Context: an optimization exercise on an open-source flow, tuned for small area. The choices shown serve that exercise and are no tape-out recipe.
Only simulation tests tie the RTL to the original design; equivalence was not proved.
Power figures rest on the tool's default switching activity, not on a simulated workload.

==> flow/design.v <==
module key_debounce(
    input clk,
    input rst_n,
    input key,
    output reg ev
);
    localparam [5:0] S40 = 6'b010001;
    localparam [5:0] S1  = 6'b000001;
    reg key_d0;
    reg key_d1;
    reg key_filtered;
    reg [5:0] lfsr;
    wire hit = ~(lfsr[5] | lfsr[4] | lfsr[3] | lfsr[1]);
    always @(posedge clk)
        lfsr <= (key_d1 != key_d0) ? S40 : {lfsr[4:0], lfsr[5] ^ lfsr[4]};
    always @(posedge clk or negedge rst_n) begin
        if (!rst_n) begin
            key_d0 <= 1'b1;
            key_d1 <= 1'b1;
            key_filtered <= 1'b1;
            ev <= 1'b0;
        end
        else begin
            key_d0 <= key;
            key_d1 <= key_d0;
            if (hit)
                key_filtered <= key_d1;
            ev <= hit & key_filtered & ~key_d1;
        end
    end
endmodule
module cnt2time(
    input clk,
    input rst_n,
    input in_tuning,
    input in_atuning,
    input started,
    input [8:0] eh,
    input [5:0] em,
    input [5:0] es,
    output reg [17:0] abs_c,
    output reg [17:0] abs_a
);
    wire hi = ~eh[8] & (|eh[7:5]);
    wire lo = eh[8] & ~(&eh[7:5]);
    wire [5:0] hc = hi ? 6'd31 : lo ? 6'd32 : eh[5:0];
    wire [17:0] ec = {hc, em, es};
    always @(posedge clk) begin
        if (in_tuning | ~started) abs_c <= ec;
        if (in_atuning | ~started) abs_a <= ec;
    end
endmodule
module alarm(
    input [16:0] x,
    input [17:0] a,
    input sub,
    output [16:0] r,
    output bad
);
    function [6:0] add6;
        input [5:0] p;
        input [5:0] q;
        input c;
        integer i;
        reg cc;
        begin
            cc = c;
            for (i = 0; i < 6; i = i + 1) begin
                add6[i] = p[i] ^ q[i] ^ cc;
                cc = (p[i] & q[i]) | (cc & (p[i] ^ q[i]));
            end
            add6[6] = cc;
        end
    endfunction
    function [7:0] add8;
        input [7:0] p;
        input [7:0] q;
        input c;
        integer i;
        reg cc;
        begin
            cc = c;
            for (i = 0; i < 8; i = i + 1) begin
                add8[i] = p[i] ^ q[i] ^ cc;
                cc = (p[i] & q[i]) | (cc & (p[i] ^ q[i]));
            end
        end
    endfunction
    function [3:0] step4;
        input [3:0] p;
        input dn;
        reg [3:0] t;
        begin
            t = p ^ {4{dn}};
            step4 = p ^ {&t[2:0], &t[1:0], t[0], 1'b1};
        end
    endfunction
    wire [6:0] ts = add6(x[5:0], a[5:0] ^ {6{sub}}, sub);
    wire add_ovf_s = ts[6] | (&ts[5:2]);
    wire fix_s = sub ? ~ts[6] : add_ovf_s;
    wire cin_m = sub ? ts[6] : add_ovf_s;
    wire [3:0] us = fix_s ? step4(ts[5:2], sub) : ts[5:2];
    wire [6:0] tm = add6(x[11:6], a[11:6] ^ {6{sub}}, cin_m);
    wire add_ovf_m = tm[6] | (&tm[5:2]);
    wire fix_m = sub ? ~tm[6] : add_ovf_m;
    wire cin_h = sub ? tm[6] : add_ovf_m;
    wire [3:0] um = fix_m ? step4(tm[5:2], sub) : tm[5:2];
    wire [7:0] rh = add8({3'd0, x[16:12]}, {{2{a[17]}}, a[17:12]} ^ {8{sub}}, cin_h);
    assign r = {rh[4:0], um, tm[1:0], us, ts[1:0]};
    assign bad = rh[7] | (rh[6:0] > 7'd24) | ((rh[6:0] == 7'd24) & (|{um, tm[1:0], us, ts[1:0]}));
endmodule
module count(
    input clk,
    input rst_n,
    input tick,              
    input run,
    input in_tuning,
    input in_atuning,
    input k_confirm,
    input e_neg,             
    input [17:0] abs_c,      
    input [17:0] abs_a,      
    input started,           
    output reg [16:0] cnt_j,
    output reg [16:0] cnt_alm,
    output reg reach
);
    localparam [16:0] MIDNIGHT = {5'd24, 6'd0, 6'd0};
    reg [16:0] cnt_i;
    reg [16:0] cnt_tmp;
    wire [16:0] x = ({17{in_tuning}} & cnt_i) | ({17{in_atuning}} & cnt_tmp);
    wire [17:0] a = ({18{in_tuning}} & abs_c) | ({18{in_atuning}} & abs_a);
    wire [16:0] r;
    wire bad;
    alarm u_add (.x(x), .a(a), .sub(e_neg ^ a[17]), .r(r), .bad(bad));
    wire cs = &{cnt_i[5:3], cnt_i[1:0]};
    wire cm = cs & (&{cnt_i[11:9], cnt_i[7:6]});
    wire [16:0] cnt_inc = {cm ? cnt_i[16:12] + 5'd1 : cnt_i[16:12],
                           cs ? (cm ? 6'd0 : cnt_i[11:6] + 6'd1) : cnt_i[11:6],
                           cs ? 6'd0 : cnt_i[5:0] + 6'd1};
    wire at_mid = cnt_i[16] & cnt_i[15];
    always @(posedge clk or negedge rst_n) begin
        if (!rst_n) begin
            cnt_i <= 17'd0;
            cnt_j <= 17'd0;
            cnt_tmp <= MIDNIGHT;
        end
        else begin
            if (in_tuning && k_confirm)
                cnt_i <= cnt_j;
            else if (tick) begin
                if (at_mid)
                    cnt_i <= 17'd0;
                else if (run)
                    cnt_i <= cnt_inc;
            end
            if (!in_tuning)
                cnt_j <= cnt_i;
            else if (!bad)
                cnt_j <= r;
            if (in_atuning && k_confirm)
                cnt_tmp <= cnt_alm;
        end
    end
    always @(posedge clk) begin
        if (!in_atuning)
            cnt_alm <= cnt_tmp;
        else
            cnt_alm <= bad ? MIDNIGHT : r;
        reach <= started & (cnt_j == cnt_alm);
    end
endmodule
module tune_offset(
    input clk,
    input rst_n,
    input active,            
    input [1:0] tune,        
    input k_left,
    input k_right,
    output reg [8:0] eh,
    output reg [5:0] em,
    output reg [5:0] es
);
    wire [11:0] ms = {em, es};
    wire h_neg_end = eh[8] & ~eh[7] & ~eh[4];    
    wire h_pos_end = ~eh[8] & eh[7] & eh[4];     
    wire h_m146 = h_neg_end & ~eh[0];
    wire h_m145 = h_neg_end & eh[0];
    wire h_144  = h_pos_end & ~eh[0];
    wire h_145  = h_pos_end & eh[0];
    reg hold_l;
    reg hold_r;
    always @(*) begin
        case (tune)
            2'd3: begin
                hold_l = h_m146 | (h_m145 & (ms <= {6'd21, 6'd52}));    
                hold_r = h_145 | (h_144 & (ms >= {6'd38, 6'd9}));       
            end
            2'd2: begin
                hold_l = h_m146 & (ms <= {6'd22, 6'd52});               
                hold_r = h_145 & (ms >= {6'd37, 6'd9});                 
            end
            default: begin
                hold_l = h_m146 & (ms <= {6'd21, 6'd53});               
                hold_r = h_145 & (ms >= {6'd38, 6'd8});                 
            end
        endcase
    end
    wire up = k_right;
    wire go = (k_left & ~hold_l) | (k_right & ~hold_r);
    wire clr = ~active | (tune == 2'd0);
    wire [5:0] ts = es ^ {6{~up}};
    wire [5:0] tm = em ^ {6{~up}};
    wire [8:0] th = eh ^ {9{~up}};
    wire [5:0] fs = {&ts[4:0], &ts[3:0], &ts[2:0], &ts[1:0], ts[0], 1'b1};
    wire [5:0] fm = {&tm[4:0], &tm[3:0], &tm[2:0], &tm[1:0], tm[0], 1'b1};
    wire [8:0] fh = {&th[7:0], &th[6:0], &th[5:0], &th[4:0], &th[3:0], &th[2:0], &th[1:0], th[0], 1'b1};
    wire s_wrap = up ? (es == 6'd59) : (es == 6'd0);
    wire m_wrap = up ? (em == 6'd59) : (em == 6'd0);
    wire [5:0] wrap_val = {~up, ~up, ~up, 1'b0, ~up, ~up};
    wire s_step = (tune == 2'd1);
    wire m_step = (tune == 2'd2) | (s_step & s_wrap);
    wire h_step = (tune == 2'd3) | (m_step & m_wrap);
    always @(posedge clk) begin
        if (clr) es <= 6'd0;
        else if (go & s_step) es <= s_wrap ? wrap_val : es ^ fs;
        if (clr) em <= 6'd0;
        else if (go & m_step) em <= m_wrap ? wrap_val : em ^ fm;
        if (clr) eh <= 9'd0;
        else if (go & h_step) eh <= eh ^ fh;
    end
endmodule
module sys_status_mgr(
    input clk,
    input rst_n,
    input [3:0] ev,
    input reach,
    output reg [2:0] st,
    output reg [2:0] st_nx,
    output reg [1:0] tune,
    output reg run
);
    localparam [2:0] S_INIT        = 3'b000;
    localparam [2:0] S_NORM        = 3'b011;
    localparam [2:0] S_TUNESEL     = 3'b010;
    localparam [2:0] S_TUNING      = 3'b001;
    localparam [2:0] S_TUNEALARM   = 3'b110;
    localparam [2:0] S_ALARMTUNING = 3'b101;
    localparam [2:0] S_ALARMING    = 3'b111;
    wire k_cancel  = (ev == 4'b0001);
    wire k_left    = (ev == 4'b0010);
    wire k_right   = (ev == 4'b0100);
    wire k_confirm = (ev == 4'b1000);
    wire k_any     = |ev;
    always @(*) begin
        st_nx = st;
        case (st)
            S_INIT:        if (!k_any) st_nx = S_NORM;
            S_NORM:        if (k_confirm) st_nx = S_TUNESEL;
                           else if (k_cancel) st_nx = S_TUNEALARM;
                           else if (reach) st_nx = S_ALARMING;
            S_TUNESEL:     if (k_cancel) st_nx = S_NORM;
                           else if (k_confirm) st_nx = S_TUNING;
            S_TUNING:      if (k_cancel | k_confirm) st_nx = S_TUNESEL;
            S_TUNEALARM:   if (k_confirm) st_nx = S_ALARMTUNING;
                           else if (k_cancel) st_nx = S_NORM;
            S_ALARMTUNING: if (k_cancel | k_confirm) st_nx = S_TUNEALARM;
            S_ALARMING:    if (k_any) st_nx = S_NORM;
            default:       st_nx = S_NORM;    
        endcase
    end
    always @(posedge clk or negedge rst_n) begin
        if (!rst_n) begin
            st <= S_INIT;
            run <= 1'b0;
        end
        else begin
            st <= st_nx;
            run <= st[2] | (st[1] & st[0]);
        end
    end
    always @(posedge clk) begin
            if (st[1] & ~st[0]) begin
                case (tune)
                    2'd0: tune <= 2'd1;
                    2'd1: if (k_left) tune <= 2'd2; else if (k_right) tune <= 2'd3;
                    2'd2: if (k_left) tune <= 2'd3; else if (k_right) tune <= 2'd1;
                    default: if (k_left) tune <= 2'd1; else if (k_right) tune <= 2'd2;
                endcase
            end
            else if (!(~st[1] & st[0]))
                tune <= 2'd0;
    end
endmodule
module binary2bcd(
    input clk,
    input rst_n,
    output tick,             
    output p43,              
    output p0,               
    output rot,              
    output reg blink         
);
    localparam [3:0] C11_LAST  = 4'b0111;       
    localparam [6:0] C125_LAST = 7'b1110000;    
    localparam [4:0] L30       = 5'b10000;      
    reg [1:0] c4;
    reg [3:0] c11;
    reg [6:0] c125;
    reg [4:0] l31;
    wire c11_last = (c11 == C11_LAST);
    wire c125_last = (c125 == C125_LAST);
    assign tick = (c4 == 2'd0) && (c125 == 7'd1);
    assign p43  = (c4 == 2'd3) && c11_last;
    assign p0   = (c4 == 2'd0) && (c11 == 4'd1);
    assign rot  = (c4 == 2'd1);
    always @(posedge clk or negedge rst_n) begin
        if (!rst_n) begin
            c4 <= 2'd0;
            c11 <= 4'd1;
            c125 <= 7'd1;
            l31 <= 5'b00001;
            blink <= 1'b0;
        end
        else begin
            c4 <= c4 + 2'd1;
            c11 <= c11_last ? 4'd1 : {c11[2:0], c11[3] ^ c11[2]};
            c125 <= c125_last ? 7'd1 : {c125[5:0], c125[6] ^ c125[5]};
            l31 <= {l31[3:0], l31[4] ^ l31[2]};
            if (c4[0] && l31 == L30)
                blink <= ~blink;
        end
    end
endmodule
module seg_led(
    input clk,
    input rst_n,
    input p43,
    input p0,
    input rot,
    input alarm_next,
    input [16:0] cnt_j,
    input [16:0] cnt_alm,
    output [5:0] seg_sel,
    output [7:0] seg_led,
    output started           
);
    reg [2:0] cs;
    assign seg_sel = {cs != 3'd5, cs != 3'd4, cs != 3'd3, cs != 3'd2, cs != 3'd1, cs != 3'd0};
    reg [16:0] samp;
    reg [16:0] disp;
    reg [3:0] dig;
    reg dot;
    wire [4:0] jh = {cnt_j[16] & ~cnt_j[15], cnt_j[15] & ~cnt_j[16], cnt_j[14:12]};
    wire [16:0] v = alarm_next ? cnt_alm : {jh, cnt_j[11:0]};
    wire sel_s = ~cs[2] & ~cs[1];
    wire sel_m = ~cs[2] & cs[1];
    wire sel_h = cs[2] & ~cs[1];
    wire sel_tens = cs[0];
    wire [5:0] fld = ({6{sel_s}} & disp[5:0]) | ({6{sel_m}} & disp[11:6]) | ({6{sel_h}} & {1'b0, disp[16:12]});
    wire [3:0] digit = sel_tens ? fld / 6'd10 : fld % 6'd10;
    assign started = ~(&cs);         
    reg [6:0] pat;
    always @(*) begin
        case (dig)
            4'd0: pat = 7'b1000000;
            4'd1: pat = 7'b1111001;
            4'd2: pat = 7'b0100100;
            4'd3: pat = 7'b0110000;
            4'd4: pat = 7'b0011001;
            4'd5: pat = 7'b0010010;
            4'd6: pat = 7'b0000010;
            4'd7: pat = 7'b1111000;
            4'd8: pat = 7'b0000000;
            4'd9: pat = 7'b0010000;
            default: pat = 7'b1111111;
        endcase
    end
    assign seg_led = {dot, pat};
    always @(posedge clk) begin
        if (p43 | ~started) begin
            samp <= v;
            disp <= samp;
        end
    end
    always @(posedge clk or negedge rst_n) begin
        if (!rst_n) begin
            cs <= 3'd7;
            dig <= 4'hf;
            dot <= 1'b1;
        end
        else begin
            if (rot)
                cs <= (cs[2] & cs[0]) ? 3'd0 : cs + 3'd1;
            if (!(p0 && started)) begin
                dig <= digit;
                dot <= ~(cs == 3'd2 || cs == 3'd4);
            end
        end
    end
endmodule
module led_ctrl(
    input clk,
    input rst_n,
    input [2:0] st,
    input [1:0] tune,
    input blink,
    output reg [3:0] leds
);
    always @(posedge clk or negedge rst_n) begin
        if (!rst_n) begin
            leds <= 4'b0001;
        end
        else begin
            case (st)
                3'b000: leds <= 4'b0001;
                3'b011: leds <= 4'b0010;
                3'b010, 3'b110: begin
                    case (tune)
                        2'd1: leds <= 4'b1100;
                        2'd2: leds <= 4'b1010;
                        2'd3: leds <= 4'b1001;
                        default: leds <= 4'b1000;
                    endcase
                end
                3'b001, 3'b101: leds <= 4'b1111;
                3'b111: leds <= blink ? 4'b1100 : 4'b0011;
                default: leds <= 4'b0010;    
            endcase
        end
    end
endmodule
module seg_led_top(
    input sys_clk,
    input sys_rst_n,
    input [3:0] keys,
    output [3:0] leds,
    output [5:0] seg_sel,
    output [7:0] seg_led
);
    wire clk = sys_clk;
    wire rst_n = sys_rst_n;
    wire [3:0] ev;
    key_debounce u_key0 (.clk(clk), .rst_n(rst_n), .key(keys[0]), .ev(ev[0]));
    key_debounce u_key1 (.clk(clk), .rst_n(rst_n), .key(keys[1]), .ev(ev[1]));
    key_debounce u_key2 (.clk(clk), .rst_n(rst_n), .key(keys[2]), .ev(ev[2]));
    key_debounce u_key3 (.clk(clk), .rst_n(rst_n), .key(keys[3]), .ev(ev[3]));
    wire k_left    = (ev == 4'b0010);
    wire k_right   = (ev == 4'b0100);
    wire k_confirm = (ev == 4'b1000);
    wire [2:0] st;
    wire [2:0] st_nx;
    wire [1:0] tune;
    wire run;
    wire reach;
    sys_status_mgr u_status (
        .clk(clk), .rst_n(rst_n), .ev(ev), .reach(reach),
        .st(st), .st_nx(st_nx), .tune(tune), .run(run)
    );
    wire in_tuning  = ~st[2] & ~st[1] & st[0];
    wire in_atuning = st[2] & ~st[1] & st[0];
    wire tick, p43, p0, rot, blink;
    binary2bcd u_time_base (
        .clk(clk), .rst_n(rst_n),
        .tick(tick), .p43(p43), .p0(p0), .rot(rot), .blink(blink)
    );
    wire [8:0] eh;
    wire [5:0] em;
    wire [5:0] es;
    tune_offset u_offset (
        .clk(clk), .rst_n(rst_n), .active(~st[1] & st[0]), .tune(tune),
        .k_left(k_left), .k_right(k_right),
        .eh(eh), .em(em), .es(es)
    );
    wire started;
    wire [17:0] abs_c;
    wire [17:0] abs_a;
    cnt2time u_offsets (
        .clk(clk), .rst_n(rst_n), .in_tuning(in_tuning), .in_atuning(in_atuning),
        .started(started), .eh(eh), .em(em), .es(es),
        .abs_c(abs_c), .abs_a(abs_a)
    );
    wire [16:0] cnt_j;
    wire [16:0] cnt_alm;
    count u_count (
        .clk(clk), .rst_n(rst_n), .tick(tick), .run(run),
        .in_tuning(in_tuning), .in_atuning(in_atuning), .k_confirm(k_confirm),
        .e_neg(eh[8]), .abs_c(abs_c), .abs_a(abs_a), .started(started),
        .cnt_j(cnt_j), .cnt_alm(cnt_alm), .reach(reach)
    );
    seg_led u_display (
        .clk(clk), .rst_n(rst_n), .p43(p43), .p0(p0), .rot(rot),
        .alarm_next(st_nx[2] & (st_nx[1] ^ st_nx[0])),
        .cnt_j(cnt_j), .cnt_alm(cnt_alm),
        .seg_sel(seg_sel), .seg_led(seg_led), .started(started)
    );
    led_ctrl u_leds (
        .clk(clk), .rst_n(rst_n), .st(st), .tune(tune), .blink(blink),
        .leds(leds)
    );
endmodule
==> flow/run.sh <==
#!/bin/bash
# synth_recipe.tcl (not shown) runs the flow's synth.tcl, then flattens the netlist and writes it again
# the make line also repeats each setting of config.mk as NAME=value (left out here)
make -C /OpenROAD-flow-scripts/flow DESIGN_CONFIG=/design/flow/config.mk WORK_HOME=/design/flow/orfs CLKGATE_MAP_FILE= SYNTH_SCRIPT=/design/flow/synth_recipe.tcl finish
==> flow/config.mk <==
export PLATFORM = sky130hd
export DESIGN_NAME = seg_led_top
export DESIGN_NICKNAME = seg_led_top
export VERILOG_FILES = /design/flow/design.v
export SDC_FILE = /design/flow/constraint.sdc
export NUM_CORES = 4
export LEC_CHECK = 0
export CAP_MARGIN = 20
export CORE_MARGIN = 2
export CORE_UTILIZATION = 40
export CTS_BUF_LIST = sky130_fd_sc_hd__clkbuf_16
export CTS_CLUSTER_DIAMETER = 100
export CTS_CLUSTER_SIZE = 24
export SLEW_MARGIN = 20
==> flow/constraint.sdc <==
create_clock -name core_clock -period 20.0 [get_ports {sys_clk}]
set_input_delay 4.0000 -clock core_clock [delete_from_list [all_inputs] [get_ports {sys_clk}]]
set_output_delay 4.0000 -clock core_clock [all_outputs]
set_load 0.01 [all_outputs]
==> results of run 1 <==
worst reg2reg max path: cells and delay by family (launching register included):
| family | cells | cell delay [ps] |
|---|---|---|
| fa+ha+maj | 16 | 5570 |
| simple gates | 11 | 2280 |
| buf+inv | 8 | 1050 |
| compound gates | 4 | 750 |
| mux | 1 | 490 |
| flops | 1 | 350 |
| xor+xnor | 1 | 240 |
sequential cells by signal (all words and copies together), names as in the netlist, 7 cells and up:
register          flops
u_display.disp       17
u_count.cnt_i        17
u_count.cnt_j        17
u_time_base.c125      7
u_count.cnt_alm      17
u_count.cnt_tmp      17
u_offsets.abs_c      18
u_offsets.abs_a      18
u_display.samp       17
u_offset.eh           9
path summary, 6_finish.rpt:
kind,cells after the start,slack [ps],start,endpoint
worst max-delay path,41,9170,u_status.st[2],u_count.cnt_j[8]
worst min-delay path,0,360,u_key1.key_d0,u_key1.key_d1
worst max register to register,41,9170,u_status.st[2],u_count.cnt_j[8]
worst min register to register,0,360,u_key1.key_d0,u_key1.key_d1
max in group asynchronous,2,15290,sys_rst_n,u_status.st[2]
min in group asynchronous,1,3570,sys_rst_n,u_time_base.c125[5]
per-layer routing:
layer	wire length [um]	up-vias	GRT usage (%)	share of wire (%)
met5	0	-	0	0
met2	13000	172	27.9	47
li1	-	4280	-	-
met1	12900	4259	23.5	47
met3	887	37	1.80	3.2
met4	629	0	4.10	2.3
through the flow:
| step | hold slack, ps | area [sq um] | total power [mW] | utilization [%] |
|---|---|---|---|---|
| 4_1_cts | 371 | 13300 | 1.43 | 43.5 |
| 6_report | 365 | 13300 | 1.42 | 43.5 |
| 3_3_place_gp | 353 | 12900 | 1.15 | 42.3 |
| 3_5_place_dp | 362 | 12900 | 1.15 | 42.3 |
| 5_1_grt | 361 | 13300 | 1.51 | 43.5 |
| 2_1_floorplan | 347 | 12400 | 1.01 | - |
layout make-up:
class	count	area, sq um	share of cell area (%)
clock inverter	9	38.8	0.292
inverter	40	150	1.13
timing repair buffer	33	303	2.28
multi-input combinational	868	5940	44.8
sequential	237	6010	45.3
clock buffer	13	325	2.45
tap	396	495	3.74
power by group through the flow:
stage	Clock [mW]	Combinational [mW]	Sequential, mW
after floorplan	0	0.398	0.609
after global placement	0	0.518	0.633
after detailed placement	0	0.520	0.635
after CTS	0.284	0.522	0.625
after global routing	0.303	0.572	0.634
final	0.275	0.520	0.626
cells in the mapped netlist, types with 15 or more instances:
library cell	instances
ha_1	27
a21oi_1	53
nand2_1	121
xor2_1	35
clkbuf_1	59
nand3_1	31
a31oi_1	16
fa_1	16
mux2_2	48
mux2i_1	35
dfrtp_1	76
dfstp_2	26
nor3_1	19
o21ai_0	65
o31ai_1	15
dfxtp_1	63
nor2b_1	15
nor2_1	97
inv_1	39
and2_1	21
nand2b_1	27
edfxtp_1	72
xnor2_1	31
logic make-up (layout without fill, tap and decap cells):
group | after synthesis | after routing | synth area share (%)
AO/OA/AOI/OAI | 251 | 251 | 12.9
XOR/XNOR | 66 | 66 | 4.67
adder cells (fa/ha/maj) | 43 | 43 | 5.32
buffers and inverters | 113 | 95 | 3.64
flip-flops | 237 | 237 | 48.5
multiplexers | 84 | 84 | 7.32
AND/OR/NAND/NOR | 424 | 424 | 17.6
==> results.txt, run 1 <==
Die ar. - 0.0324 sq mm
post-synthesis sequential area ratio - 48.5%
Worst EP arrival - 11200 ps
Synth Net Count - 1267
Synth cell types - 84
HPWL after DPL - 19900 um
Flop pwr share - 44.0%
clock share of power - 19.4%
DRC viols - 0
Worst EP required - 20370 ps
TritonCTS clock tree - done
total gr overflow - 0
CTS Buffer Depth - 3
slowest CP cell - or4_1
largest net degree at the start of global routing - 56
max-cap viol count - 0
Resized Gates After CTS - 0
die height - 180 um
GRT Resource Usage Total - 16.8%
core area - 0.0305 sq mm
Gate power share - 36.6%
final setup vio count - 0
Warnings, synthesis - 9
iteration count of the initial detailed-routing pass - 5
status - finished clean
post-route setup TNS - 0 ps
average vias per placed instance - 5.48
Worst setup EP type - flip-flop
Cells after Synth - 1218
row count - 64
CP delay by family, top - adder cells
Placed Cells - 1574
final hold vios - 0
max frequency - 92.3 MHz
crit share post-route - 54.2%
Synth Register Bits - 237
I/O pin count - 24
vias in the first global route - 8224
Psw - 0.530 mW
Worst-Skew Late Latency - 490 ps
Avg Inst Size Synth - 10.2 sq um
ys flop type - dfrtp_1
ANT cells - 0
Synth area leader - edfxtp_1
CP max FO - 27
initial drt markers - 582
layout cells sized above 1 - 10.0%
Sink Count - 237
Slew @ Worst Pin - 910 ps
WL/cell - 17.2 um
H-tree levels - 1
Area contributors post-synth - edfxtp_1 17%, dfrtp_1 15%, dfxtp_1 10%
most common cell after layout, fill and taps aside - nand2_1
FFs w/ async S/R, synth - 43.0%
die span in x - 180 um
first-pass GRT wire length - 45000 um
initial antenna violation count - 0
Fillers - 2925
Post-synth EDFFs - 72
Netlist Area Pre-Place - 0.0124 sq mm
Starting Density - 40.6%
Max-slew headroom - 39.2%
final WL - 27400 um
final setup margin - 9170 ps
crit-path max cell delay - 700 ps
PortBufs - 23
WS Path Type - reg -> reg
pre-CTS WS - 9240 ps
Reg clk slew, reported paths - 100 ps
Layout area overhead - 7.14%
Post-Layout Cell Count - 1596
Worst Skew - 20.0 ps
share of the synthesized area in the top cell type - 17.5%
Tmin final - 10830 ps
Pwr Density - 107 mW/mm^2
antenna viol nets, final - 0
Max VDD drop - 0.0509 mV
most frequent cell on the critical path - fa_1
CTS root buf - clkbuf_16
via count - 8748
RSZ-0062 raised after global routing - false
final net count - 1242
worst hold-check path type - reg -> reg
gp weighted congestion - 0.879
Setup Buffers After CTS - 0
max-slew violations - 0
CTS Buf Count - 13
hold bufs inserted after CTS - 0
most frequent cells in the layout - 120 x nand2_1, 96 x nor2_1, 75 x dfrtp_1
Buf/Inv on CP - 8
Leak Pwr - 5.33 nW
startpoint types - flip-flop
switching share of power - 37.3%
internal power - 0.891 mW
==> run 2, diff against run 1 <==
--- a/flow/config.mk
+++ b/flow/config.mk
@@ -9,6 +9,6 @@
 export CORE_MARGIN = 2
 export CORE_UTILIZATION = 40
 export CTS_BUF_LIST = sky130_fd_sc_hd__clkbuf_16
-export CTS_CLUSTER_DIAMETER = 100
-export CTS_CLUSTER_SIZE = 24
+export CTS_CLUSTER_DIAMETER = 110
+export CTS_CLUSTER_SIZE = 30
 export SLEW_MARGIN = 20
==> run 2 against run 1 <==
Net effect: largest cell class unchanged; combinational power is essentially flat; still clean; clock power shrank 9.5%; area after synthesis unchanged; via count is 0.51% lower; register-to-register slack worse by 60 ps; worst hold slack about the same; power is 2.0% lower; flip-flop and latch count is the same; cell area down 0.50%; clock skew rose by 0.82 ps.
==> results.txt, run 2 <==
PortBufs - 23 (unchanged)
design area - 0.0132 sq mm (-0.50%)
die span in x - 180 um (unchanged)
Placed Cells - 1574 (unchanged)
Leak Pwr - 5.29 nW (-0.75%)
CTS Buffer Depth - 3 (unchanged)
Buf/Inv on CP - 7 (-1)
layout cells sized above 1 - 9.79% (-0.21 points)
Worst EP arrival - 11240 ps (+40 ps)
most common cell in the netlist - nand2_1
WL/cell - 17.1 um (-0.18%)
Area contributors post-synth - edfxtp_1 17%, dfrtp_1 15%, dfxtp_1 10%
share of the synthesized area in the top cell type - 17.5% (unchanged)
FF+latch area - 0.00601 sq mm (unchanged)
via count - 8703 (-0.51%)
Warnings, synthesis - 9 (unchanged)
Worst-Skew Late Latency - 490 ps (about the same)
GRT Resource Usage Total - 16.7% (-0.056 points)
R2R Path Start - u_status.st[0]
H-tree levels - 1 (unchanged)
max frequency - 91.8 MHz (-0.52%)
initial antenna violation count - 0 (unchanged)
Synth cell types - 84 (unchanged)
met3 Use GR - 1.82% (+0.020 points)
Fin Hold WS - 365 ps (+0.309 ps)
status - finished clean
Avg Inst Size Synth - 10.2 sq um (unchanged)
I/O pin count - 24 (unchanged)
Max-slew headroom - 38.4% (-0.71 points)
TritonCTS clock tree - done
HPWL after DPL - 19900 um (unchanged)
Fillers - 2920 (-0.17%)
CP delay by family, top - adder cells
final setup vio count - 0 (unchanged)
iteration count of the initial detailed-routing pass - 5 (unchanged)
crit-path max cell delay - 720 ps (+20 ps)
Slew @ Worst Pin - 921 ps (+10.7 ps)
final net count - 1240 (-0.16%)
most common cell after layout, fill and taps aside - nand2_1
crit path from - u_status.st[0]
Most Crowded Layer GR - met2
Resized Gates After CTS - 0 (unchanged)
first-pass GRT wire length - 44800 um (-0.43%)
average vias per placed instance - 5.47 (-0.20%)
Pwr Density - 106 mW/mm^2 (-1.5%)
startpoint types - flip-flop
Post-Layout Cell Count - 1591 (-0.31%)
Reg clk slew, reported paths - 120 ps (+20 ps)
vias in the first global route - 8157 (-0.81%)
Setup Buffers After CTS - 0 (unchanged)
area of the multi-input gates - 0.00594 sq mm (unchanged)
Hold Path Cell Cnt - 0 (unchanged)
DP Area - 0.0129 sq mm (unchanged)
initial drt markers - 532 (-8.6%)
total gr overflow - 0 (unchanged)
core area - 0.0305 sq mm (unchanged)
met1 Use GR - 23.4% (-0.14 points)
Tmin final - 10890 ps (+57.1 ps)
Netlist Area Pre-Place - 0.0124 sq mm (unchanged)
antenna viol nets, final - 0 (unchanged)
ANT cells - 0 (unchanged)
slowest CP cell - dfrtp_1
max-cap viol count - 0 (unchanged)
Synth Register Bits - 237 (unchanged)
most frequent cells in the layout - 120 x nand2_1, 96 x nor2_1, 75 x dfrtp_1
ys flop type - dfrtp_1
worst hold-check path type - reg -> reg
gp weighted congestion - 0.879 (unchanged)
Starting Density - 40.6% (unchanged)
Worst setup EP type - flip-flop
Cells after Synth - 1218 (unchanged)
Sink Count - 237 (unchanged)
Worst Skew - 20.9 ps (+0.823 ps)
Die ar. - 0.0324 sq mm (unchanged)
Worst Min Path Start - u_key0.key_d0
row count - 64 (unchanged)
commonest cells in the netlist - 121 x nand2_1, 97 x nor2_1, 76 x dfrtp_1
most frequent cell on the critical path - fa_1
Reg2Reg Depth - 40 (-2.4%)
WS Path Type - reg -> reg
max-slew violations - 0 (unchanged)
CTS Buf Count - 11 (-2)
largest net degree at the start of global routing - 56 (unchanged)
DRC viols - 0 (unchanged)
Largest regs - u_offsets.abs_a x18, u_offsets.abs_c x18
Worst EP required - 20350 ps (-20 ps)
Max VDD drop - 0.0540 mV (+6.1%)
Synth area leader - edfxtp_1
crit share post-route - 54.4% (+0.29 points)
Synth Net Count - 1267 (unchanged)
post-synthesis sequential area ratio - 48.5% (unchanged)
CTS root buf - clkbuf_16
Layout area overhead - 6.60%
post-route setup TNS - 0 ps (unchanged)
WP depth - 40 (-2.4%)
RSZ-0062 raised after global routing - false
final WL - 27200 um (-0.49%)
hold bufs inserted after CTS - 0 (unchanged)
FFs w/ async S/R, synth - 43.0% (unchanged)
Post-synth EDFFs - 72 (unchanged)
die height - 180 um (unchanged)
M2 GR Usage - 27.9% (about the same)
CP max FO - 37 (+37%)
final hold vios - 0 (unchanged)
==> run 2: routing by layer <==
layer  up-vias  part of all wire [%]  wire length [um]
met3        35                   3.2               860
met1      4244                    47             12800
met5         -                     0                 0
met2       151                    48             12900
met4         0                   2.3               637
li1       4273                     -                 -
==> run 2: worst register-to-register path, delay by kind of cell, from the launching register on <==
family	cells	cell delay, ps
XOR/XNOR	1	240
adder cells (fa/ha/maj)	16	5570
AO/OA/AOI/OAI	4	740
buffers and inverters	7	630
AND/OR/NAND/NOR	12	2830
flip-flops	1	720
==> run 2: final timing paths <==
| path | end | slack (ps) |
|---|---|---|
| max | u_count.cnt_j[8] | 9110 |
| max reg2reg | u_count.cnt_j[8] | 9110 |
| min in group asynchronous | u_time_base.c125[3] | 3570 |
| min | u_key0.key_d1 | 370 |
| max in group asynchronous | u_status.st[2] | 15310 |
| min reg2reg | u_key0.key_d1 | 370 |
==> run 2: area by class of cell <==
type / count / area share, %
clock buffers: 11 / 2.09
multi-input cells: 868 / 45.0
clock inverters: 6 / 0.171
well taps: 396 / 3.75
inverters: 40 / 1.14
flip-flops and latches: 237 / 45.5
repair buffers: 33 / 2.29
==> run 2: stage by stage <==
step / total power [mW] / worst slack, ps / util (%)
global route: 1.48 / 8450 / 43.2
finish: 1.39 / 9110 / 43.2
floorplan: 1.01 / 9790 / -
detailed placement: 1.15 / 9240 / 42.3
global placement: 1.15 / 9460 / 42.3
CTS: 1.41 / 9200 / 43.2
==> run 2: cell families after synthesis <==
family,Yosys count,synth area share (%)
AND/OR/NAND/NOR,424,17.6
AO/OA/AOI/OAI,251,12.9
XOR/XNOR,66,4.67
multiplexers,84,7.32
flip-flops,237,48.5
buffers and inverters,113,3.64
adder cells (fa/ha/maj),43,5.32
==> run 2: power breakdown <==
part	internal, mW	switching (mW)	total, mW	leakage, nW
sequential	0.570	0.0551	0.625	2.49
combinational	0.200	0.319	0.519	2.64
clock	0.102	0.147	0.249	0.164
==> run 3, diff against run 2 <==
--- a/flow/design.v
+++ b/flow/design.v
@@ -143,7 +143,6 @@
         if (!rst_n) begin
             cnt_i <= 17'd0;
             cnt_j <= 17'd0;
-            cnt_tmp <= MIDNIGHT;
         end
         else begin
             if (in_tuning && k_confirm)
@@ -158,11 +157,15 @@
                 cnt_j <= cnt_i;
             else if (!bad)
                 cnt_j <= r;
-            if (in_atuning && k_confirm)
-                cnt_tmp <= cnt_alm;
         end
     end
     always @(posedge clk) begin
+        if (~started)
+            cnt_tmp <= MIDNIGHT;
+        else if (in_atuning && k_confirm)
+            cnt_tmp <= cnt_alm;
+    end
+    always @(posedge clk) begin
         if (!in_atuning)
             cnt_alm <= cnt_tmp;
         else
==> run 3 against run 2 <==
Net effect: still clean; register-to-register slack got worse by 750 ps; fmax fell by 6.5%; die area fell by 2.3%; non-clock buffer count rose by 4; highest routed layer unchanged.
==> results.txt, run 3 <==
status - finished clean
final net count - 1239 (-0.081%)
Synth area leader - edfxtp_1
internal power - 0.870 mW (-0.30%)
max frequency - 85.9 MHz (-6.5%)
most frequent cell on the critical path - fa_1
Post-Layout Cell Count - 1586 (-0.31%)
largest net degree at the start of global routing - 71 (+27%)
Area contributors post-synth - edfxtp_1 18%, dfxtp_1 13%, dfrtp_1 13%
Tmin final - 11640 ps (+753 ps)
Max VDD drop - 0.0852 mV (+58%)
Fillers - 2840 (-2.7%)
Largest regs - u_offsets.abs_a x18, u_offsets.abs_c x18
most frequent cells in the layout - 141 x nand2_1, 80 x dfxtp_1, 78 x o21ai_0
Worst setup EP type - flip-flop
Worst-Skew Late Latency - 500 ps (about the same)
Psw - 0.511 mW (-2.0%)
first-pass GRT wire length - 45200 um (+0.85%)
Worst EP arrival - 12030 ps (+790 ps)
Warnings, synthesis - 9 (unchanged)
Cells after Synth - 1213 (-0.41%)
CTS root buf - clkbuf_16
startpoint types - flip-flop
HPWL after DPL - 19700 um (-1.3%)
CP max FO - 18 (-51%)
most common cell after layout, fill and taps aside - nand2_1
layout cells sized above 1 - 9.20% (-0.59 points)
Avg Inst Size Synth - 9.97 sq um (-1.9%)
slowest CP cell - dfrtp_1
crit-path max cell delay - 650 ps (-70 ps)
PortBufs - 23 (unchanged)
average vias per placed instance - 5.54 (+1.4%)
Flop pwr share - 45.1% (+0.2 points)
Worst Min Path Start - u_key0.key_d0
Sink Count - 237 (unchanged)
TritonCTS clock tree - done
Reg2Reg Depth - 39 (-2.5%)
max-slew violations - 0 (unchanged)
Leak Pwr - 4.98 nW (-5.9%)
Placed Cells - 1566 (-0.51%)
WS Path Type - reg -> reg
crit share post-route - 58.2% (+3.8 points)
initial antenna violation count - 0 (unchanged)
FFs w/ async S/R, synth - 35.9% (-7.2 points)
die height - 178 um (-1.1%)
core area - 0.0297 sq mm (-2.6%)
Synth cell types - 79 (-6.0%)
crit path from - u_status.st[0]
post-synthesis sequential area ratio - 49.0% (+0.43 points)
Gate power share - 34.5% (-2.8 points)
H-tree levels - 1 (unchanged)
CP endpoint - u_count.cnt_j[2]
row count - 63 (-1.6%)
worst reg2reg path endpoint - u_count.cnt_j[2]
Layout area overhead - 7.51%
die span in x - 178 um (-1.1%)
I/O pin count - 24 (unchanged)
CTS Buffer Depth - 3 (unchanged)
WL/cell - 17.4 um (+1.7%)
DRC viols - 0 (unchanged)
total gr overflow - 0 (unchanged)
Reg clk slew, reported paths - 120 ps (about the same)
antenna viol nets, final - 0 (unchanged)
Post-synth EDFFs - 72 (unchanged)
Die ar. - 0.0316 sq mm (-2.3%)
vias in the first global route - 8328 (+2.1%)
Synth Net Count - 1262 (-0.39%)
clock share of power - 20.4% (+2.6 points)
Netlist Area Pre-Place - 0.0121 sq mm (-2.3%)
share of the synthesized area in the top cell type - 17.9% (+0.41 points)
GRT Resource Usage Total - 17.9% (+1.2 points)
gp weighted congestion - 0.938 (+6.7%)
max-cap viol count - 0 (unchanged)
switching share of power - 37.0% (-0.39 points)
Synth Register Bits - 237 (unchanged)
initial drt markers - 630 (+18%)
Worst Skew - 44.6 ps (+23.7 ps)
post-route setup TNS - 0 ps (unchanged)
Setup Buffers After CTS - 0 (unchanged)
iteration count of the initial detailed-routing pass - 5 (unchanged)
final WL - 27600 um (+1.4%)
Final Core Density - 43.7% (+0.50 points)
CTS Buf Count - 12 (+1)
R2R setup slack - 8360 ps (-750 ps)
Pwr Density - 106 mW/mm^2 (+0.56%)
final hold vios - 0 (unchanged)
hold bufs inserted after CTS - 0 (unchanged)
Worst EP required - 20380 ps (+30 ps)
Resized Gates After CTS - 0 (unchanged)
worst hold-check path type - reg -> reg
most common cell in the netlist - nand2_1
ys flop type - dfxtp_1
commonest cells in the netlist - 141 x nand2_1, 80 x dfxtp_1, 79 x o21ai_0
Max-slew headroom - 36.0% (-2.4 points)
via count - 8794 (+1.0%)
Slew @ Worst Pin - 960 ps (+38.9 ps)
R2R Path Start - u_status.st[0]
ANT cells - 0 (unchanged)
RSZ-0062 raised after global routing - false
Starting Density - 40.7% (+0.12 points)
final setup vio count - 0 (unchanged)
-- run 3: changes by cell type after synthesis, sizes merged, moves of 7 or more --
cell   previous run  this run
mux2i            35         7
nor2             97        71
a22oi            12        36
mux2             49        25
nand2           121       141
dfxtp            63        80
a21oi            53        68
dfrtp            76        61
a31oi            16         5
a22o              3        13
xor2             35        25
xnor2            31        40
a31o              2         9
o21ai            76        83
-- run 3: metrics by stage --
stage / instance area, sq um / power, mW / worst slack [ps] / hold WS, ps
2_1_floorplan: 12100 / 0.963 / 10290 / 347
3_3_place_gp: 12600 / 1.10 / 8960 / 354
3_5_place_dp: 12600 / 1.10 / 8540 / 360
4_1_cts: 13000 / 1.39 / 8470 / 380
5_1_grt: 13000 / 1.46 / 7790 / 386
6_report: 13000 / 1.38 / 8360 / 377
-- run 3: cell type report --
type	count	area, sq um	area share (%)
sequential	237	5920	45.5
multi-input combinational	857	5710	43.9
tap	390	488	3.75
timing repair buffer	37	333	2.56
clock buffer	13	325	2.50
inverter	45	169	1.30
clock inverter	7	55.1	0.423
-- run 3: power groups by stage --
stage / clock network [mW] / registers, mW / logic [mW]
finish: 0.282 / 0.623 / 0.476
global route: 0.310 / 0.630 / 0.519
CTS: 0.295 / 0.622 / 0.475
detailed placement: 0 / 0.632 / 0.471
global placement: 0 / 0.631 / 0.470
floorplan: 0 / 0.604 / 0.359
-- run 3: cell families after synthesis --
group / count (synthesis) / share of synthesized area, %
adder cells (fa/ha/maj): 43 / 5.44
AO/OA/AOI/OAI: 304 / 16.7
AND/OR/NAND/NOR: 413 / 17.3
XOR/XNOR: 65 / 4.71
buffers and inverters: 119 / 3.92
multiplexers: 32 / 2.91
flip-flops: 237 / 49.0
-- run 3: per-layer routing --
| layer | vias to the layer above | share of wire, % | track usage [%] |
|---|---|---|---|
| li1 | 4304 | - | - |
| met1 | 4261 | 47 | 25.2 |
| met2 | 186 | 47 | 29.2 |
| met3 | 43 | 3.8 | 1.99 |
| met4 | 0 | 2.8 | 5.05 |
| met5 | - | 0 | 0 |
-- run 3: worst min path at each step --
stage                          to  slack [ps]  cells past startpoint
6_report            u_key0.key_d1         380                      0
5_1_grt             u_key0.key_d1         390                      0
4_1_cts             u_key0.key_d1         380                      0
3_5_place_dp   u_time_base.l31[4]         360                      0
3_3_place_gp   u_time_base.l31[4]         350                      0
2_1_floorplan  u_time_base.l31[4]         350                      0
-- run 3: worst max-delay path: cells and delay by family (launching register included) --
kind,cells,cell delay [ps]
adder cells (fa/ha/maj),16,5680
AND/OR/NAND/NOR,9,2680
AO/OA/AOI/OAI,6,1750
buffers and inverters,8,770
flip-flops,1,650
==> run 4, diff against run 3 <==
--- a/flow/design.v
+++ b/flow/design.v
@@ -196,8 +196,8 @@
     always @(*) begin
         case (tune)
             2'd3: begin
-                hold_l = h_m146 | (h_m145 & (ms <= {6'd21, 6'd52}));    
-                hold_r = h_145 | (h_144 & (ms >= {6'd38, 6'd9}));       
+                hold_l = h_neg_end;                                     
+                hold_r = h_145;                                         
             end
             2'd2: begin
                 hold_l = h_m146 & (ms <= {6'd22, 6'd52});               
@@ -211,7 +211,7 @@
     end
     wire up = k_right;
     wire go = (k_left & ~hold_l) | (k_right & ~hold_r);
-    wire clr = ~active | (tune == 2'd0);
+    wire clr = ~active;      
     wire [5:0] ts = es ^ {6{~up}};
     wire [5:0] tm = em ^ {6{~up}};
     wire [8:0] th = eh ^ {9{~up}};
--- a/flow/config.mk
+++ b/flow/config.mk
@@ -7,7 +7,7 @@
 export LEC_CHECK = 0
 export CAP_MARGIN = 20
 export CORE_MARGIN = 2
-export CORE_UTILIZATION = 40
+export CORE_UTILIZATION = 55
 export CTS_BUF_LIST = sky130_fd_sc_hd__clkbuf_16
 export CTS_CLUSTER_DIAMETER = 110
 export CTS_CLUSTER_SIZE = 30
==> run 4 against run 3 <==
Net effect: combinational power decreased by 47%; area after synthesis increased by 0.44%; clock skew decreased by 20 ps; first-iteration DRC count increased by 33%; sequential power decreased by 12%; register-to-register slack got worse by 70 ps; largest power group unchanged; worst hold slack got worse by 0.50 ps; synthesized cell count increased by 0.99%.
==> results.txt, run 4 <==
status - finished clean
Synth Net Count - 1274 (+0.95%)
Psw - 0.322 mW (-37%)
row count - 54 (-14%)
gp weighted congestion - 0.885 (-5.7%)
initial antenna violation count - 0 (unchanged)
Tmin final - 11720 ps (+73.2 ps)
ys flop type - dfxtp_1
Resized Gates After CTS - 0 (unchanged)
WS Path Type - reg -> reg
Synth Register Bits - 237 (unchanged)
HPWL after DPL - 19800 um (+0.78%)
final setup vio count - 0 (unchanged)
Synth area leader - edfxtp_1
Sink Count - 237 (unchanged)
Max VDD drop - 0.0609 mV (-28%)
area of the multi-input gates - 0.00576 sq mm (+0.94%)
Leak Pwr - 4.95 nW (-0.44%)
Largest regs - u_offsets.abs_a x18, u_offsets.abs_c x18
Pwr Density - 82.0 mW/mm^2 (-23%)
R2R setup slack - 8280 ps (-70 ps)
initial drt markers - 839 (+33%)
I/O pin count - 24 (unchanged)
most frequent cell on the critical path - fa_1
Flop pwr share - 52.3% (+7.2 points)
GRT Resource Usage Total - 24.1% (+6.2 points)
largest net degree at the start of global routing - 65 (-8.5%)
Placed Cells - 1465 (-6.4%)
most common cell after layout, fill and taps aside - nand2_1
Gate power share - 23.9% (-11 points)
Netlist Area Pre-Place - 0.0121 sq mm (+0.44%)
crit-path max cell delay - 890 ps (+240 ps)
DRC viols - 0 (unchanged)
vias in the first global route - 8508 (+2.2%)
CP max FO - 28 (+10)
design area - 0.0128 sq mm (-1.6%)
most frequent cells in the layout - 140 x nand2_1, 96 x nor2_1, 90 x a21oi_1
max frequency - 85.4 MHz (-0.63%)
WL/cell - 18.7 um (+7.4%)
TritonCTS clock tree - done
Cells after Synth - 1225 (+0.99%)
FF+latch area - 0.00592 sq mm (unchanged)
worst hold-check path type - reg -> reg
crit share post-route - 58.6% (+0.37 points)
post-route setup TNS - 0 ps (unchanged)
antenna viol nets, final - 0 (unchanged)
final WL - 27700 um (+0.35%)
Worst Min Path Start - u_key2.key_d0
CTS Buf Count - 11 (-1)
hold bufs inserted after CTS - 0 (unchanged)
clock share of power - 23.8% (+3.4 points)
CTS Buffer Depth - 3 (unchanged)
Max-slew headroom - 29.2% (-6.8 points)
H-tree levels - 1 (unchanged)
Avg Inst Size Synth - 9.91 sq um (-0.54%)
Area contributors post-synth - edfxtp_1 18%, dfxtp_1 13%, dfrtp_1 13%
Post-synth EDFFs - 72 (unchanged)
Worst-Skew Late Latency - 490 ps (about the same)
core area - 0.0218 sq mm (-27%)
Worst EP arrival - 12100 ps (+70 ps)
internal power - 0.727 mW (-16%)
share of the synthesized area in the top cell type - 17.8% (-0.079 points)
R2R Path Start - u_status.st[1]
CTS root buf - clkbuf_16
max-slew violations - 0 (unchanged)
ANT cells - 0 (unchanged)
Worst setup EP type - flip-flop
post-synthesis sequential area ratio - 48.7% (-0.22 points)
die span in x - 153 um (-14%)
Reg clk slew, reported paths - 120 ps (about the same)
FFs w/ async S/R, synth - 35.9% (unchanged)
Worst EP required - 20380 ps (about the same)
Layout area overhead - 5.37%
slowest CP cell - or4_1
max-cap viol count - 0 (unchanged)
Synth cell types - 84 (+6.3%)
Slew @ Worst Pin - 1060 ps (+102 ps)
Hold Path Cell Cnt - 0 (unchanged)
Die ar. - 0.0233 sq mm (-26%)
die height - 153 um (-14%)
DP Area - 0.0125 sq mm (-0.96%)
iteration count of the initial detailed-routing pass - 6 (+1)
Warnings, synthesis - 9 (unchanged)
final hold vios - 0 (unchanged)
Hold Path Sink - u_key2.key_d1
RSZ-0062 raised after global routing - false
via count - 8854 (+0.68%)
Worst Skew - 25.0 ps (-19.6 ps)
commonest cells in the netlist - 140 x nand2_1, 97 x nor2_1, 90 x a21oi_1
layout cells sized above 1 - 8.90% (-0.30 points)
first-pass GRT wire length - 46000 um (+1.7%)
Setup Buffers After CTS - 0 (unchanged)
Fillers - 1911 (-33%)
worst reg2reg path endpoint - u_count.cnt_alm[16]
PortBufs - 23 (unchanged)
Reg2Reg Depth - 36 (-7.7%)
Post-Layout Cell Count - 1482 (-6.6%)
Starting Density - 55.8% (+15 points)
total gr overflow - 0 (unchanged)
average vias per placed instance - 5.97 (+7.7%)
final net count - 1247 (+0.65%)
switching share of power - 30.7% (-6.3 points)
most common cell in the netlist - nand2_1
startpoint types - flip-flop
==> run 4: cell count changes after synthesis, sizes merged, moves of 6 or more <==
| cell | delta |
|---|---|
| nor2 | +27 |
| a21oi | +23 |
| mux2i | +17 |
| a31oi | +19 |
| xnor2 | -6 |
| nor3 | -6 |
| and2 | -9 |
| o21ai | -14 |
| a22oi | -13 |
| o211ai | -6 |
==> run 4: worst max path at each step <==
stage | from | endpoint | slack [ps] | depth (start not counted)
6_report | u_status.st[1] | u_count.cnt_alm[16] | 8280 | 36
5_1_grt | u_status.st[1] | u_count.cnt_alm[16] | 7590 | 36
4_1_cts | u_status.st[1] | u_count.cnt_alm[16] | 8350 | 36
3_5_place_dp | u_status.st[1] | u_count.cnt_alm[16] | 8380 | 36
3_3_place_gp | u_status.st[1] | u_count.cnt_alm[16] | 8550 | 38
2_1_floorplan | u_status.st[2] | u_count.cnt_j[14] | 10060 | 39
==> run 4: final cells by class <==
class | count | share of cell area (%)
clock buffers | 11 | 2.15
clock inverters | 6 | 0.186
inverters | 41 | 1.20
multi-input cells | 873 | 45.0
flip-flops and latches | 237 | 46.3
well taps | 280 | 2.74
repair buffers | 34 | 2.42
==> run 4: per-stage QoR <==
stage               setup WS (ps)  hold WS, ps  utilization, %  power (mW)
global placement             8550          353            57.4       0.806
floorplan                   10060          347               -       0.737
finish                       8280          377            58.8        1.05
global route                 7590          383            58.8        1.10
detailed placement           8380          364            57.4       0.807
CTS                          8350          380            58.8        1.06
==> run 4: cells by family (layout without fill, tap and decap cells) <==
logic type               Yosys count  in the layout  share of synthesized area (%)
AND/OR/NAND/NOR                  412            412                           16.8
AO/OA/AOI/OAI                    301            301                           15.8
flip-flops                       237            237                           48.7
buffers and inverters            115             92                           3.87
XOR/XNOR                          63             63                           4.54
multiplexers                      54             54                           4.86
adder cells (fa/ha/maj)           43             43                           5.42
==> run 4: layer usage <==
layer / vias to the layer above / track usage (%) / part of all wire (%)
met5: - / 0 / 0
met4: 0 / 6.70 / 2.4
met3: 42 / 2.47 / 4.3
met2: 199 / 38.4 / 47
met1: 4327 / 35.3 / 47
li1: 4286 / - / -
==> run 4: power groups by stage <==
stage                     Sequential [mW]  Clock, mW  Combinational, mW
after floorplan                     0.550          0              0.187
after CTS                           0.548      0.259              0.250
after detailed placement            0.559          0              0.249
after global routing                0.552      0.274              0.275
final                               0.548      0.250              0.250
after global placement              0.558          0              0.248
==> run 4: critical path: cells and delay by family (launching register included) <==
family	cells	cell delay [ps]
AOI/OAI and AO/OA	5	1030
adders and majority gates	16	5650
buffers and inverters	7	760
DFF	1	540
and+or+nand+nor	8	3600
==> run 5, diff against run 4 <==
--- a/flow/config.mk
+++ b/flow/config.mk
@@ -7,7 +7,7 @@
 export LEC_CHECK = 0
 export CAP_MARGIN = 20
 export CORE_MARGIN = 2
-export CORE_UTILIZATION = 55
+export CORE_UTILIZATION = 30
 export CTS_BUF_LIST = sky130_fd_sc_hd__clkbuf_16
 export CTS_CLUSTER_DIAMETER = 110
 export CTS_CLUSTER_SIZE = 30
==> run 5 against run 4 <==
Net effect: clock skew fell by 9.1 ps; first-iteration DRC count fell by 5.2%; global-route usage fell by 11 points; still clean; largest cell class unchanged; clock power barely moved; critical endpoint unchanged; setup slack improved by 500 ps; core utilization fell by 26 points; fmax rose by 4.4%; sequential share of layout area fell by 1.1 points.
==> results.txt, run 5 <==
status - finished clean
Hold Path Cell Cnt - 0 (unchanged)
max-cap viol count - 0 (unchanged)
Die ar. - 0.0421 sq mm (+81%)
total gr overflow - 0 (unchanged)
CTS root buf - clkbuf_16
max-slew violations - 0 (unchanged)
Synth area leader - edfxtp_1
final setup vio count - 0 (unchanged)
first-pass GRT wire length - 45800 um (-0.37%)
layout cells sized above 1 - 9.05% (+0.15 points)
iteration count of the initial detailed-routing pass - 7 (+1)
ys flop type - dfxtp_1
initial drt markers - 795 (-5.2%)
Cells after Synth - 1225 (unchanged)
DP Area - 0.0128 sq mm (+2.6%)
Fillers - 4082 (+110%)
Worst Skew - 15.9 ps (-9.13 ps)
GRT Resource Usage Total - 13.6% (-11 points)
Worst-Skew Late Latency - 490 ps (about the same)
FFs w/ async S/R, synth - 35.9% (unchanged)
DRC viols - 0 (unchanged)
Layout area overhead - 8.01%
CP max FO - 28 (unchanged)
average vias per placed instance - 5.12 (-14%)
Warnings, synthesis - 9 (unchanged)
worst hold-check path type - reg -> reg
Worst EP required - 20380 ps (about the same)
final hold vios - 0 (unchanged)
vias in the first global route - 8319 (-2.2%)
Synth Net Count - 1274 (unchanged)
Synth Register Bits - 237 (unchanged)
Post-synth EDFFs - 72 (unchanged)
Slew @ Worst Pin - 975 ps (-86.5 ps)
area of the multi-input gates - 0.00576 sq mm (unchanged)
RSZ-0062 raised after global routing - false
PortBufs - 23 (unchanged)
share of the synthesized area in the top cell type - 17.8% (unchanged)
WS Path Type - reg -> reg
slowest CP cell - or4_1
Starting Density - 30.5% (-25 points)
Tmin final - 11220 ps (-497 ps)
Setup Buffers After CTS - 0 (unchanged)
Fin Hold WS - 379 ps (+2.57 ps)
Reg2Reg Depth - 35 (-2.8%)
crit-path max cell delay - 860 ps (-30 ps)
hold bufs inserted after CTS - 0 (unchanged)
most frequent cells in the layout - 140 x nand2_1, 96 x nor2_1, 90 x a21oi_1
H-tree levels - 1 (unchanged)
Leak Pwr - 4.96 nW (+0.19%)
Netlist Area Pre-Place - 0.0121 sq mm (unchanged)
core area - 0.0398 sq mm (+83%)
Worst EP arrival - 11600 ps (-500 ps)
most common cell after layout, fill and taps aside - nand2_1
Sink Count - 237 (unchanged)
commonest cells in the netlist - 140 x nand2_1, 97 x nor2_1, 90 x a21oi_1
antenna viol nets, final - 0 (unchanged)
final WL - 28300 um (+2.0%)
via count - 8857 (+0.034%)
WL/cell - 16.4 um (-13%)
most common cell in the netlist - nand2_1
startpoint types - flip-flop
HPWL after DPL - 20400 um (+2.7%)
design area - 0.0131 sq mm (+2.5%)
pre-CTS WS - 8910 ps (+524 ps)
I/O pin count - 24 (unchanged)
Synth cell types - 84 (unchanged)
ANT cells - 0 (unchanged)
post-synthesis sequential area ratio - 48.7% (unchanged)
Worst setup EP type - flip-flop
post-route setup TNS - 0 ps (unchanged)
R2R setup slack - 8780 ps (+500 ps)
most frequent cell on the critical path - fa_1
Avg Inst Size Synth - 9.91 sq um (unchanged)
largest net degree at the start of global routing - 73 (+12%)
final net count - 1249 (+0.16%)
max frequency - 89.1 MHz (+4.4%)
initial antenna violation count - 1 (+1)
Resized Gates After CTS - 0 (unchanged)
Max-slew headroom - 34.3% (+5.1 points)
crit share post-route - 56.1% (-2.5 points)
row count - 73 (+35%)
CTS Buffer Depth - 3 (unchanged)
final setup margin - 8780 ps (+497 ps)
gp weighted congestion - 0.894 (+1.0%)
Pwr Density - 80.0 mW/mm^2 (-2.4%)
CTS Buf Count - 11 (unchanged)
die span in x - 205 um (+34%)
Final Core Density - 32.9% (-26 points)
Largest regs - u_offsets.abs_a x18, u_offsets.abs_c x18
FF+latch area - 0.00592 sq mm (unchanged)
die height - 205 um (+34%)
Max VDD drop - 0.0647 mV (+6.3%)
Reg clk slew, reported paths - 110 ps (about the same)
Area contributors post-synth - edfxtp_1 18%, dfxtp_1 13%, dfrtp_1 13%
TritonCTS clock tree - done
-- run 5: cell count changes in the layout (fill, tap and decap cells not counted) --
cell / delta
buf_4: +2
-- run 5: path summary, 6_finish.rpt --
path                           startpoint                   to
hold / removal              u_key3.key_d0        u_key3.key_d1
setup / recovery           u_status.st[1]  u_count.cnt_alm[16]
min in group asynchronous       sys_rst_n  u_time_base.c125[5]
hold reg to reg             u_key3.key_d0        u_key3.key_d1
setup reg to reg           u_status.st[1]  u_count.cnt_alm[16]
max in group asynchronous       sys_rst_n            u_key3.ev
-- run 5: cell families after synthesis --
kind of cell	count (synthesis)	synth area share [%]
multiplexers	54	4.86
AND/OR/NAND/NOR	412	16.8
flip-flops	237	48.7
AO/OA/AOI/OAI	301	15.8
adder cells (fa/ha/maj)	43	5.42
XOR/XNOR	63	4.54
buffers and inverters	115	3.87
-- run 5: critical path, delay by kind of cell (launching register included) --
family	cells	cell delay [ps]
adder cells (fa/ha/maj)	16	5700
AND/OR/NAND/NOR	8	3300
AO/OA/AOI/OAI	4	930
flip-flops	1	540
buffers and inverters	6	400
XOR/XNOR	1	220
-- run 5: area by class of cell --
cell class,instances,area share [%]
flip-flops and latches,237,45.1
multi-input cells,873,43.9
well taps,525,5.01
repair buffers,36,2.48
clock buffers,11,2.10
inverters,41,1.17
clock inverters,6,0.181
-- run 5: layer usage --
metal | vias up | track usage, % | part of all wire, %
met5 | - | 0 | 0
met4 | 0 | 4.14 | 2.8
met3 | 38 | 2.09 | 5.5
met2 | 225 | 21.6 | 45
met1 | 4295 | 19.1 | 46
li1 | 4299 | - | -
-- run 5: power by group --
part           internal [mW]  switching [mW]  total [mW]
Clock                  0.102           0.147       0.249
Combinational         0.0959           0.155       0.251
Sequential             0.529          0.0207       0.550
-- run 5: through the flow --
| step | std cells | power [mW] |
|---|---|---|
| final | 1729 | 1.05 |
| after global routing | 1729 | 1.11 |
| after detailed placement | 1712 | 0.809 |
| after global placement | 1712 | 0.807 |
| after floorplan | 1225 | 0.737 |
| after CTS | 1729 | 1.06 |
==> run 6, diff against run 5 <==
--- a/flow/config.mk
+++ b/flow/config.mk
@@ -7,7 +7,7 @@
 export LEC_CHECK = 0
 export CAP_MARGIN = 20
 export CORE_MARGIN = 2
-export CORE_UTILIZATION = 30
+export CORE_UTILIZATION = 40
 export CTS_BUF_LIST = sky130_fd_sc_hd__clkbuf_16
 export CTS_CLUSTER_DIAMETER = 110
 export CTS_CLUSTER_SIZE = 30
==> run 6 against run 5 <==
Net effect: still clean on timing, DRC and antenna; power hardly changed; non-clock buffer count stayed put; register-to-register slack worse by 150 ps; critical path depth is 2 higher; clock power hardly changed; final cell count is 7.8% lower; sequential share of layout area is 0.59 points higher; first-iteration DRC count is 15% lower; die area is 25% lower; critical endpoint is now u_count.cnt_alm[15]; largest cell class unchanged; largest power group unchanged; highest routed layer unchanged.
==> results.txt, run 6 <==
final setup margin - 8630 ps (-146 ps)
pre-CTS WS - 8710 ps (-192 ps)
initial drt markers - 676 (-15%)
status - finished clean
Max VDD drop - 0.0516 mV (-20%)
Worst setup EP type - flip-flop
internal power - 0.727 mW (about the same)
Compound-Gate Fraction of Synth Area - 15.8% (unchanged)
Buf/Inv on CP - 8 (+2)
worst hold-check path type - reg -> reg
Synth Net Count - 1274 (unchanged)
DRC viols - 0 (unchanged)
post-synthesis sequential area ratio - 48.7% (unchanged)
initial antenna violation count - 0 (-1)
share of the synthesized area in the top cell type - 17.8% (unchanged)
startpoint types - flip-flop
Worst EP arrival - 11740 ps (+140 ps)
most frequent cell on the critical path - fa_1
Leak Pwr - 4.96 nW (about the same)
Starting Density - 40.8% (+10 points)
layout cells sized above 1 - 9.05% (unchanged)
WL/cell - 17.3 um (+5.6%)
total gr overflow - 0 (unchanged)
Post-Layout Cell Count - 1594 (-7.8%)
antenna viol nets, final - 0 (unchanged)
die span in x - 178 um (-13%)
HPWL after DPL - 19300 um (-5.2%)
vias in the first global route - 8239 (-0.96%)
Slew @ Worst Pin - 1060 ps (+87.5 ps)
Area contributors post-synth - edfxtp_1 18%, dfxtp_1 13%, dfrtp_1 13%
Cells after Synth - 1225 (unchanged)
Largest regs - u_offsets.abs_a x18, u_offsets.abs_c x18
simple-gate share of the synthesized area - 16.8% (unchanged)
Placed Cells - 1577 (-7.9%)
crit share post-route - 56.8% (+0.73 points)
via count - 8826 (-0.35%)
RSZ-0062 raised after global routing - false
final hold vios - 0 (unchanged)
Worst EP required - 20380 ps (about the same)
CP delay by family, top - adder cells
total power - 1.05 mW (about the same)
commonest cells in the netlist - 140 x nand2_1, 97 x nor2_1, 90 x a21oi_1
I/O pin count - 24 (unchanged)
Worst-Skew Late Latency - 480 ps (about the same)
GRT Resource Usage Total - 17.4% (+3.8 points)
slowest CP cell - or4_1
Warnings, synthesis - 9 (unchanged)
ys flop type - dfxtp_1
final WL - 27500 um (-2.6%)
first-pass GRT wire length - 44400 um (-3.1%)
average vias per placed instance - 5.54 (+8.1%)
CP max FO - 38 (+36%)
most frequent cells in the layout - 140 x nand2_1, 96 x nor2_1, 90 x a21oi_1
largest family of logic cells by synthesized area - simple AND/OR/NAND/NOR gates
Sink Count - 237 (unchanged)
CTS root buf - clkbuf_16
Synth area leader - edfxtp_1
max-cap viol count - 0 (unchanged)
FFs w/ async S/R, synth - 35.9% (unchanged)
Die ar. - 0.0318 sq mm (-25%)
WS Path Type - reg -> reg
mux cell area share after synthesis - 4.86% (unchanged)
ANT cells - 0 (unchanged)
final setup vio count - 0 (unchanged)
Netlist Area Pre-Place - 0.0121 sq mm (unchanged)
switching share of power - 30.8% (+0.077 points)
xor and xnor area share after synthesis - 4.54% (unchanged)
post-route setup TNS - 0 ps (unchanged)
PortBufs - 23 (unchanged)
Resized Gates After CTS - 0 (unchanged)
crit-path max cell delay - 900 ps (+40 ps)
Avg Inst Size Synth - 9.91 sq um (unchanged)
max-slew violations - 0 (unchanged)
max frequency - 88.0 MHz (-1.3%)
Synth cell types - 84 (unchanged)
Reg clk slew, reported paths - 110 ps (about the same)
Synth Register Bits - 237 (unchanged)
gp weighted congestion - 0.818 (-8.5%)
Max-slew headroom - 29.2% (-5.1 points)
Flop pwr share - 52.2% (-0.2 points)
Tmin final - 11370 ps (+146 ps)
CTS Buffer Depth - 3 (unchanged)
largest net degree at the start of global routing - 72 (-1.4%)
most common cell after layout, fill and taps aside - nand2_1
clock share of power - 23.8% (about the same)
most common cell in the netlist - nand2_1
Post-synth EDFFs - 72 (unchanged)
DP Area - 0.0127 sq mm (-1.3%)
design area - 0.0129 sq mm (-1.3%)
H-tree levels - 1 (unchanged)
row count - 63 (-14%)
die height - 178 um (-13%)
core area - 0.0298 sq mm (-25%)
CTS Buf Count - 11 (unchanged)
Setup Buffers After CTS - 0 (unchanged)
hold bufs inserted after CTS - 0 (unchanged)
Worst Skew - 17.0 ps (+1.12 ps)
TritonCTS clock tree - done
final net count - 1249 (unchanged)
Pwr Density - 81.1 mW/mm^2 (+1.4%)
Layout area overhead - 6.62%
iteration count of the initial detailed-routing pass - 5 (-2)
Gate power share - 24.0% (about the same)
Psw - 0.323 mW (+0.31%)
Adder-Cell Fraction of Synth Area - 5.42% (unchanged)
-- run 6: cell type report --
| cell class | instances | area [sq um] |
|---|---|---|
| well taps | 390 | 488 |
| fillers | 2875 | 16800 |
| inverters | 41 | 154 |
| multi-input cells | 873 | 5760 |
| clock buffers | 11 | 275 |
| repair buffers | 36 | 325 |
| clock inverters | 6 | 23.8 |
| flip-flops and latches | 237 | 5920 |
-- run 6: power by group through the flow --
stage	registers [mW]	logic, mW	clock network (mW)
floorplan	0.550	0.187	0
global placement	0.558	0.246	0
detailed placement	0.559	0.248	0
CTS	0.548	0.250	0.259
global route	0.552	0.275	0.272
finish	0.548	0.252	0.250
-- run 6: kinds of logic (layout without fill, tap and decap cells) --
logic type | Yosys count | after routing
XOR/XNOR | 63 | 63
flip-flops | 237 | 237
buffers and inverters | 115 | 94
multiplexers | 54 | 54
AND/OR/NAND/NOR | 412 | 412
AO/OA/AOI/OAI | 301 | 301
adder cells (fa/ha/maj) | 43 | 43
-- run 6: metal layers --
metal  track usage, %  routed length, um  up-vias
li1                 -                  -     4311
met3             2.20               1300       37
met2             27.9              12500      236
met1             25.0              13100     4242
met5                0                  0        -
met4             4.20                582        0
-- run 6: worst reg2reg max path: cells and delay by family, from the launching register on --
| kind | cells | cell delay [ps] |
|---|---|---|
| adders and majority gates | 16 | 5660 |
| and+or+nand+nor | 8 | 2930 |
| buffers and inverters | 8 | 1050 |
| AOI/OAI and AO/OA | 4 | 820 |
| DFF | 1 | 540 |
| xor gates and xnor gates | 1 | 260 |
-- run 6: worst paths after layout --
kind,from,to,slack (ps),cells past startpoint
worst max-delay path,u_status.st[1],u_count.cnt_alm[15],8630,37
worst min-delay path,u_key1.key_d0,u_key1.key_d1,380,0
worst max register to register,u_status.st[1],u_count.cnt_alm[15],8630,37
worst min register to register,u_key1.key_d0,u_key1.key_d1,380,0
max in group asynchronous,sys_rst_n,u_key0.ev,15470,2
min in group asynchronous,sys_rst_n,u_count.cnt_j[8],3360,1
-- run 6: per-stage QoR --
stage | util, % | hold slack [ps]
CTS | 43.5 | 380
global route | 43.5 | 383
global placement | 42.5 | 354
detailed placement | 42.5 | 358
floorplan | - | 347
finish | 43.5 | 379

what the ideal ports hide:
No port has a modelled driver above. Below, the same layouts with a new extraction and two added sets of constraints. Step 1 assumes that a clkbuf_16 drives the clock port and a buf_2 every other input. Step 2, shift: input delay + t, output delay - t, t = (earliest + latest rising clock arrival at the registers) / 2. This alone moves slack from input paths to output paths. Three values: ideal, step 1, step 2; two values: the first two.
run	t, ns	setup slack, ns	hold slack, ns	worst setup path after step 2	latest minus earliest clock arrival (ns)
run 1	0.531	9.168 / 9.168 / 9.168	0.365 / 0.365 / 0.365	register to register	0.021 / 0.020
run 2	0.525	9.111 / 9.111 / 9.111	0.365 / 0.365 / 0.365	register to register	0.022 / 0.022
run 3	0.528	8.357 / 8.357 / 8.357	0.377 / 0.377 / 0.377	register to register	0.045 / 0.045
run 4	0.520	8.284 / 8.284 / 8.284	0.377 / 0.377 / 0.377	register to register	0.035 / 0.035
run 5	0.532	8.781 / 8.781 / 8.781	0.379 / 0.379 / 0.379	register to register	0.016 / 0.016
run 6	0.520	8.635 / 8.635 / 8.635	0.379 / 0.379 / 0.379	register to register	0.019 / 0.019
After both steps every run listed still meets setup and hold.
